This is an optimization exercise on Yosys and OpenROAD, whose aim is small area and a short achievable clock period, not a production implementation.
Function was checked by simulation only, so behaviour that the tests miss may differ from the original.
The flow treats the clock pin as an ideal source, which a real chip does not have.
Power and IR drop assume default switching activity.

run 1:
Design bist, start of the top module:
module bist #(
    parameter size   = 6,
    parameter length = 8
)(
    input  logic                 clk,
    input  logic                 rst,
    input  logic                 start,
    input  logic                 csin,
    input  logic                 rwbarin,
    input  logic                 opr,
    input  logic [size-1:0]      address,
    input  logic [length-1:0]    datain,
    output logic [length-1:0]    dataout,
    output logic                 fail
);
For scale: roughly 1,200 cells after synthesis, about 540 flip-flops, about 29 I/O pins, roughly 20,000 um2 of cells after synthesis.
Settings: LEC_CHECK=0, CAP_MARGIN=20, CORE_MARGIN=2, CORE_UTILIZATION=60, CTS_CLUSTER_DIAMETER=120, CTS_CLUSTER_SIZE=24, SETUP_SLACK_MARGIN=3.4, SLEW_MARGIN=20, SYNTH_HIERARCHICAL=1; clock period 6.0 ns.
standard.sh (not shown) runs the stock make flow with config.mk's settings and CLKGATE_MAP_FILE= SYNTH_SCRIPT=/design/flow/synth_recipe.tcl, a recipe that flattens the netlist after the stock synthesis.
==> flow/flow/run.sh <==
#!/bin/bash
# The standard layout, with extra timing-repair passes after CTS
# (flow/extra_cts.tcl, run through ORFS's POST_CTS_TCL hook).
bash standard.sh "POST_CTS_TCL=$PWD/flow/extra_cts.tcl" finish > standard.log 2>&1
==> flow/flow/extra_cts.tcl <==
# Extra timing-repair passes after clock tree synthesis: repair_timing often
# stops on one endpoint; running it again from the repaired state lets it
# work on the rest.
for {set i 0} {$i < 3} {incr i} {
  estimate_parasitics -placement
  repair_timing_helper
  detailed_placement
}
check_placement -verbose
estimate_parasitics -placement
report_worst_slack -max
Changes in run 2 relative to run 1:
Settings: CORE_UTILIZATION changed from 60 to 70.
-- flow/flow/run.sh --
<<< run 1, line 2
# The standard layout, with extra timing-repair passes after CTS
>>> run 2, line 2
# The standard layout, with extra timing-repair passes and area recovery after CTS
==> flow/flow/downsize.tcl (new file) <==
# Area recovery: swap each combinational cell for its smallest drive-strength
# variant that keeps the worst setup slack (placement parasitics).
proc my_variants {lc} {
  set name [get_name $lc]
  if {![regexp {^(.*)_([0-9]+)$} $name -> base drive]} { return {} }
  set out {}
  foreach c [get_lib_cells */${base}_*] {
    if {[regexp "^${base}_\[0-9\]+\$" [get_name $c]] && [sta::equiv_cells $lc $c]} {
      lappend out [list [get_property $c area] $c]
    }
  }
  return [lsort -real -index 0 $out]
}

proc my_downsize {{tol 0.0}} {
  estimate_parasitics -placement
  set ws0 [worst_slack -max]
  set saved 0.0
  set insts {}
  foreach inst [get_cells *] {
    set lc [get_lib_cells -of_objects $inst]
    if {$lc eq "" || $lc eq "NULL"} continue
    if {[regexp {__(df|edf|sdf|dl|sdl)} [get_name $lc]]} continue
    set n [get_name $lc]
    if {[string match *clkbuf* $n] || [string match *tap* $n] || [string match *fill* $n] || [string match *decap* $n] || [string match *conb* $n]} continue
    lappend insts [list [get_property $lc area] $inst]
  }
  foreach item [lsort -real -decreasing -index 0 $insts] {
    set inst [lindex $item 1]
    set lc [get_lib_cells -of_objects $inst]
    set a0 [get_property $lc area]
    foreach v [my_variants $lc] {
      lassign $v a c
      if {$a >= $a0} break
      replace_cell $inst $c
      estimate_parasitics -placement
      if {[worst_slack -max] >= $ws0 - $tol} {
        set saved [expr {$saved + $a0 - $a}]
        set lc $c
        break
      }
      replace_cell $inst $lc
    }
  }
  estimate_parasitics -placement
  puts "my_downsize: saved $saved um2, worst slack $ws0 -> [worst_slack -max]"
}
==> flow/flow/extra_cts.tcl <==
# Runs after clock tree synthesis (ORFS POST_CTS_TCL hook).
# 1. Extra timing-repair passes: repair_timing often stops on one endpoint;
#    running it again from the repaired state lets it work on the rest.
# 2. Area recovery: each combinational cell goes to its smallest drive
#    strength that keeps the worst setup slack (flow/downsize.tcl).
source [file join [file dirname [info script]] downsize.tcl]
for {set i 0} {$i < 3} {incr i} {
  estimate_parasitics -placement
  repair_timing_helper
  detailed_placement
}
my_downsize
detailed_placement
check_placement -verbose
estimate_parasitics -placement
report_worst_slack -max
Notes after the runs:
- Of the two values seen for highest routing layer actually used, met4 was produced by run 1 and met5 by run 2.
- Between run 1 and run 2, depth of the worst register-to-register path is lower for run 1, run 2 comes in above that.
- Against run 1, run 2 comes in 6.0% higher on per-cell via count in the routed design.
- Smallest hold slack: run 2 vs run 1 down 0.0041 ns
- Looking at buffering overhead across run 1 and run 2, the one that comes out higher is run 1.
- Between run 1 and run 2, the final critical-path share of the clock period is lower for run 1.
- The lower number of buffers other than clock buffers in the final layout came out of run 2.
- Setup WNS run 1 -> run 2: worse
- From run 2 to run 1, post-synthesis adder-cell area fraction did not move at all.
### run 2 -> run 3
Settings: CORE_UTILIZATION changed from 70 to 60.
==> flow/flow/run.sh <==
#!/bin/bash
# The standard layout, with extra timing-repair passes and area recovery after CTS
# (flow/extra_cts.tcl, run through ORFS's POST_CTS_TCL hook), with timing
# repair free to change a cell's footprint when it resizes it.
bash standard.sh MATCH_CELL_FOOTPRINT=0 "POST_CTS_TCL=$PWD/flow/extra_cts.tcl" finish > standard.log 2>&1
[compare] base=run 2 new=run 3: total track usage fell by 3.9 points; layout overhead on the synthesized area rose by 2.5 points. Run 2 → run 3: mean number of vias per cell fell by 6.1%, global-route track usage on met1 fell by 5.2 points, total power stayed essentially flat. The detailed placer's ending HPWL in run 3 was higher than what run 2 gave. Delta(total detailed-routing wirelength, run 3 - run 2) > 0.
Input changes introduced in run 4 (baseline for comparison: run 3):
==> flow/flow/run.sh <==
#!/bin/bash
# The standard layout, with extra timing-repair passes and area recovery after CTS
# (flow/extra_cts.tcl, run through ORFS's POST_CTS_TCL hook).
bash standard.sh "POST_CTS_TCL=$PWD/flow/extra_cts.tcl" finish > standard.log 2>&1
Notes after the runs:
Via count: run 3 vs run 4, no meaningful difference
Total power: run 4 vs run 3, no meaningful difference
In run 4 the number of buffers outside the clock class in the layout turned out 3 lower than in run 3.
Summary of run 4 over run 3: shortest period the worst path allows lost 0.071 ns; buffering stage count on the worst path with inverters included picked up an extra 1; overall global routing resource usage neither gained nor lost much; met1 demand-to-capacity share in global routing neither gained nor lost much; worst setup slack picked up an extra 0.071 ns.
Run 4: upper clock frequency limit is 2.7% higher than what run 3 reported.
Compared run 3 against run 4; global-route wire length before repair within noise.
Final wirelength of run 4 falls short of that of run 3 slightly.
For run 5, these inputs were changed with respect to run 4:
Settings: a change of CTS_CLUSTER_SIZE from 24 to 16; a change of CTS_CLUSTER_DIAMETER from 120 to 80; an added CTS_BUF_LIST of sky130_fd_sc_hd__clkbuf_8.
--- outcome ---
- Run 5 ends up with higher sum of met3 wire segment lengths after detailed routing than run 4 does.
- Total power: run 5 below run 4
- Going from run 4 to run 5, number of global-route vias before repair climbed 0.85%; design area barely changed; wire length of the first global-routing pass climbed 0.94%; data required time at the worst endpoint climbed 0.03 ns.
- From run 4 to run 5 the numbers moved as follows: detail-routed via count per cell now sits lower; post-route worst setup slack lower.
- Between run 4 and run 5, worst-skew pair later-pin latency increased.
- Final wirelength for run 5: about 1.7% up relative to run 4
- Compared with run 4, placement density in the core of run 5 is lower.
## Diff of input files: run 6 against run 5
Settings: a change of CTS_CLUSTER_SIZE from 16 to 24; a change of CTS_CLUSTER_DIAMETER from 80 to 120; a deleted CTS_BUF_LIST that had been sky130_fd_sc_hd__clkbuf_8.
==> flow/flow/run.sh <==
#!/bin/bash
# The standard layout, with timing repair free to change a cell's
# footprint when it resizes it, plus extra timing-repair passes and area
# recovery after CTS (flow/extra_cts.tcl) and after global routing
# (flow/extra_grt.tcl), run through ORFS's POST_CTS_TCL and
# POST_GLOBAL_ROUTE_TCL hooks.
bash standard.sh MATCH_CELL_FOOTPRINT=0 "POST_CTS_TCL=$PWD/flow/extra_cts.tcl" "POST_GLOBAL_ROUTE_TCL=$PWD/flow/extra_grt.tcl" finish > standard.log 2>&1
-- flow/flow/downsize.tcl --
<<< run 5, line 2
# variant that keeps the worst setup slack (placement parasitics).
>>> run 6, line 2
# variant that keeps the worst setup slack. par is the parasitics source:
# placement or global_routing.
<<< run 5, line 15
proc my_downsize {{tol 0.0}} {
  estimate_parasitics -placement
>>> run 6, line 16
proc my_downsize {{par placement} {tol 0.0}} {
  estimate_parasitics -$par
<<< run 5, line 36
      estimate_parasitics -placement
>>> run 6, line 37
      estimate_parasitics -$par
<<< run 5, line 45
  estimate_parasitics -placement
>>> run 6, line 46
  estimate_parasitics -$par
==> flow/flow/extra_grt.tcl (new file) <==
# Runs at the end of global routing (ORFS POST_GLOBAL_ROUTE_TCL hook): one
# more timing-repair pass and area recovery with global-route parasitics,
# then the routes and guides are brought up to date.
source [file join [file dirname [info script]] downsize.tcl]
global_route -start_incremental
estimate_parasitics -global_routing
repair_timing_helper
my_downsize global_routing
detailed_placement
global_route -end_incremental
check_placement -verbose
estimate_parasitics -global_routing
report_worst_slack -max
write_guides $::env(RESULTS_DIR)/route.guide
Results
- Compared with run 5, run 6 shows non-clock buffer count higher by 2.7%.
- Run 6 vs run 5: final cell utilization of the core down in run 6
- Relative to run 5, post-layout minimum cycle time has increased by 0.041 ns in run 6.
- Run 6: leakage component of the power lower than run 5
- Sequential group share of total power: run 6 lower than run 5
- Hold slack was higher in run 6 than in run 5.
- Compared with run 5, run 6 shows a lower worst reg-to-reg path cell count.
- When run 6 is measured against run 5, its total power turns out 2.9% higher.
- Comparing run 5 and run 6, the lower first-iteration detailed-routing DRC count is on run 5.
- Delta (run 6 minus run 5): share of the clock period used by the worst path after layout moved up, register-to-register slack moved down.

==> afterwards: timing with drivers on the ports <==
No port has a modelled driver above. Below, the same layouts with a new extraction and two added sets of constraints.
Step 1, drivers: a clkbuf_16 drives clk and a buf_2 each remaining input, both assumed.
Step 2 adds t to the input delays and takes it off the output delays; t is the mean of the earliest and latest rising clock arrival at the registers after step 1. Input paths then give back, and output paths get back, about the clock's delay inside the block.
a / b / c = ideal ports / drivers / drivers and shift; a / b = the first two.
run	t (ns)	setup WS [ns]	worst slew at a driven data input, ns	pins driven straight from the clock port
run 1	0.623	3.384 / 3.375 / 2.752	0.08	1
run 2	0.607	3.342 / 3.319 / 2.713	0.07	1
run 3	0.619	3.287 / 3.256 / 2.638	0.08	1
run 4	0.614	3.359 / 3.349 / 2.735	0.08	1
run 5	0.637	3.341 / 3.330 / 2.693	0.08	1
run 6	0.619	3.299 / 3.301 / 2.683	0.09	1
After both steps setup and hold are still met in every run listed. The setup slack of run 3, which loses most, moves by -0.031 ns with the drivers and by -0.649 ns with both steps.
